This design comes from an exercise in tuning for small area, a short achievable clock period and few clock cycles per item on the open sky130 flow, not from production work. Where RTL was checked, it was by simulation tests only, not by an equivalence proof against the original. The clock port is modelled as an ideal driver; clocking choices that lean on that would not hold on a real chip.

## oak
## ntt_processer
module ntt_processer (
    input clk,
    input rst,
    input start,
    input [1:0] mode,  
    input is_add_or_sub,
    input [9:0] ram_r_start_offset_A,
    input [9:0] ram_r_start_offset_B,
    input [9:0] ram_w_start_offset,
    input [95:0] ram_rdata,
    output last_cycle,
    output ram_wen,
    output [9:0] ram_raddr,
    output [9:0] ram_waddr,
    output [95:0] ram_wdata,
    output NTT_finish
);
Size: about 1,300 flip-flops, ~250 I/O pins, about 0.093 mm^2 of cells after synthesis.
clock: 13.0 ns
lec_check: 0
cap_margin: 30
core_margin: 2
core_utilization: 40
cts_cluster_diameter: 80
cts_cluster_size: 20
place_density: 0.6
slew_margin: 30
standard.sh (not shown) runs the stock make flow with config.mk's settings and CLKGATE_MAP_FILE= SYNTH_SCRIPT=/design/flow/synth_recipe.tcl, a recipe that flattens the netlist after the stock synthesis.
==> flow/flow/run.sh <==
#!/bin/bash
# Layout flow: the standard ORFS flow (standard.sh), with two extra
# setup-repair steps run through ORFS's own hooks: flow/post_cts.tcl after
# clock tree synthesis (POST_CTS_TCL) and flow/post_grt.tcl after global
# routing (POST_GLOBAL_ROUTE_TCL).  They repair setup timing against a
# tighter target than the clock period, so that the achieved period shrinks.
# Synthesis, constraints and clock period are unchanged.  Each tool's output
# is logged in this folder (standard.log; ORFS's per-step logs under orfs/).
set -euo pipefail
export POST_CTS_TCL="$PWD/flow/post_cts.tcl"
export POST_GLOBAL_ROUTE_TCL="$PWD/flow/post_grt.tcl"
bash standard.sh > standard.log 2>&1
==> flow/flow/post_cts.tcl <==
# Sourced by ORFS cts.tcl (POST_CTS_TCL) after its own timing repair.
# Repair setup timing as if the required slack were 9 ns of the 13 ns period
# (a ~4 ns target): sizes up gates, buffers and swaps pins; the design's
# logic and registers are unchanged.
puts "post_cts: extra setup repair"
report_worst_slack -max
report_design_area
repair_timing -setup -setup_margin 9 -repair_tns 100 -skip_gate_cloning
set result [catch { detailed_placement } msg]
if { $result != 0 } {
  error "post_cts: detailed placement failed: $msg"
}
check_placement -verbose
estimate_parasitics -placement
report_worst_slack -max
report_design_area
==> flow/flow/post_grt.tcl <==
# Sourced by ORFS global_route.tcl (POST_GLOBAL_ROUTE_TCL) before it writes
# the global-routed design: one more setup repair against the ~4 ns target,
# now with global-routing parasitics, then the incremental global route and
# legalisation that ORFS itself uses after a repair.
puts "post_grt: extra setup repair"
estimate_parasitics -global_routing
report_worst_slack -max
report_design_area
repair_timing -setup -setup_margin 9 -repair_tns 100 -skip_gate_cloning
global_route -start_incremental
detailed_placement
global_route -end_incremental
estimate_parasitics -global_routing
repair_timing -hold
global_route -start_incremental
detailed_placement
global_route -end_incremental
check_placement -verbose
estimate_parasitics -global_routing
report_worst_slack -max
report_worst_slack -min
report_design_area
oak: no failed stages, no open violations at the end
Testbench counts of oak, summed over its fixed seeds: cycles 31,288, ops 192.
What pine does differently from oak at the input level:
--- a/flow/design.v
+++ b/flow/design.v
@@ -71,34 +71,34 @@
         default: wen_r <= 1'b0;
         endcase
     end
 end
 always @(posedge clk) begin
     if (st == IDLE) begin
         md       <= mode;
         sub_r    <= is_add_or_sub;
         m_intt   <= (mode == 2'd1);
         m_nt     <= ~mode[1];
         m_mult   <= (mode == 2'd2);
         m_as     <= (mode == 2'd3);
-        m_post01 <= (mode == 2'd0);
-        m_post23 <= (mode == 2'd0) | (mode == 2'd2);
+        m_post01 <= (mode == 2'd0) | (mode == 2'd3);
+        m_post23 <= (mode != 2'd1);
     end
 end
 reg [7:0] wc;
 always @(posedge clk) begin
     if (st == IDLE)
         case (mode)
         2'd2:    wc <= 8'd240;    
-        2'd3:    wc <= 8'd252;    
+        2'd3:    wc <= 8'd248;    
         default: wc <= 8'd249;    
         endcase
     else
         wc <= wc + 8'd1;
 end
 always @(*) begin
     case (md)
     2'd2: begin
         wen_n = (wc <= 8'd124) && (wc[1:0] == 2'd0);
         fin_n = (wc == 8'd124);
         wad_n = wc[6:2];
     end
@@ -227,27 +227,27 @@
 modhalf H1 (.x(tw_r1), .h(tw1h));
 wire [47:0] sum_w, dif_w, redb_w, uh_w;
 reg  [47:0] BA, BB;
 reg  [47:0] x1, u1, u2, u3, u3b;
 reg  [75:0] y1;                  
 reg  [71:0] pl, ph;
 reg  [3:0]  n2;
 reg  [59:0] sa3, ca3, s3b;
 reg  [23:0] r01;
 genvar k;
 generate
 for (k = 0; k < 4; k = k + 1) begin : U
-    wire [11:0] ak  = pu[12*k +: 12];
-    wire [11:0] bk  = pv[12*k +: 12];
-    wire [11:0] twk = (k < 2) ? (m_intt ? tw0h : tw0) : (m_intt ? tw1h : tw1);
+    wire [11:0] ak  = m_as ? RA[12*k +: 12]   : pu[12*k +: 12];
+    wire [11:0] bk  = m_as ? bsrc[12*k +: 12] : pv[12*k +: 12];
+    wire [11:0] twk = m_as ? 12'd1 : (k < 2) ? (m_intt ? tw0h : tw0) : (m_intt ? tw1h : tw1);
     wire        post = (k < 2) ? m_post01 : m_post23;
     wire [11:0] bsum, bdif;
     modblk B (.a(BA[12*k +: 12]), .b(BB[12*k +: 12]), .sum(bsum), .dif(bdif));
     assign sum_w[12*k +: 12] = bsum;
     assign dif_w[12*k +: 12] = bdif;
     wire [11:0] x1n, y1n, u1n;
     if (k == 0) begin
         assign x1n = m_mult ? BA[23:12] : m_intt ? bdif : bk;    
         assign y1n = m_mult ? BA[11:0]  : twk;                   
         assign u1n = m_intt ? bsum : ak;
     end else if (k == 1) begin
         assign x1n = m_mult ? BB[23:12] : m_intt ? bdif : bk;    
@@ -297,37 +297,31 @@
     assign uh_w[12*k +: 12] = uh;
 end
 endgenerate
 always @(posedge clk) begin
     if (m_post01) begin
         BA[23:0] <= u3b[23:0];
         BB[23:0] <= redb_w[23:0];
     end else if (m_mult) begin
         BA[11:0]  <= bsrc[11:0];
         BB[11:0]  <= bsrc[23:12];
         BA[23:12] <= RA[11:0];
         BB[23:12] <= RA[23:12];
-    end else if (m_as) begin
-        BA[23:0] <= RA[23:0];
-        BB[23:0] <= bsrc[23:0];
     end else begin
         BA[23:0] <= pv[23:0];
         BB[23:0] <= pu[23:0];
     end
     if (m_post23) begin
         BA[47:24] <= u3b[47:24];
         BB[47:24] <= redb_w[47:24];
-    end else if (m_as) begin
-        BA[47:24] <= RA[47:24];
-        BB[47:24] <= bsrc[47:24];
     end else begin
         BA[47:24] <= pv[47:24];
         BB[47:24] <= pu[47:24];
     end
     r01 <= redb_w[23:0];
 end
 reg [47:0] RU, RT;
 always @(posedge clk) begin
     RU <= m_intt ? uh_w : sum_w;
     RT <= m_intt ? redb_w : dif_w;
 end
 reg ysel1, ysel2, ysel3, ysel4, yselR, f1, f2, f3, f4, fR;
==> comparison <==
Min non-clock buffer count across pine and oak: pine
As of pine, total of fill cells in the finished design had risen slightly compared to oak.
Of pine and oak, it is pine that has the lower mean instance size in the synthesized netlist.
Diff oak -> pine | placement-stage worst setup slack | decrease of 0.064 ns
Compared to oak, pine has global-route wire length before repair 3.1% lower.
Sort pine and oak by number of antenna violations at the first check in global routing, descending, and oak comes first.
Compared with oak, in pine via count went down 295, mean number of vias per cell shows a reduction of about 1.7%.
In pine the maximum single-stage delay on the critical path turned out 0.16 ns lower than in oak.
Function not checked in pine: the RTL went through the layout flow alone.

==> static timing again, ports no longer ideal <==
In the flow no input, the clock included, has a driving cell. The finished layouts below were timed again as built, in two steps. Step 1 assumes that a clkbuf_16 drives the clock port and a buf_2 every other input. Step 2 also shifts input and output timing later by t, the mid clock arrival at the registers, as if the neighbouring blocks saw the same clock. Slacks: ideal / step 1 / step 2; pairs: ideal / step 1.
run	t (ns)	setup WS [ns]	hold slack, ns
oak	0.868	9.000 / 8.939 / 8.125	0.300 / 0.300 / 0.300
pine	0.855	8.970 / 8.917 / 8.063	0.298 / 0.298 / 0.298
After both steps setup and hold are still met in every run listed. The setup slack of pine, which loses most, moves by -0.053 ns with the drivers and by -0.907 ns with both steps.
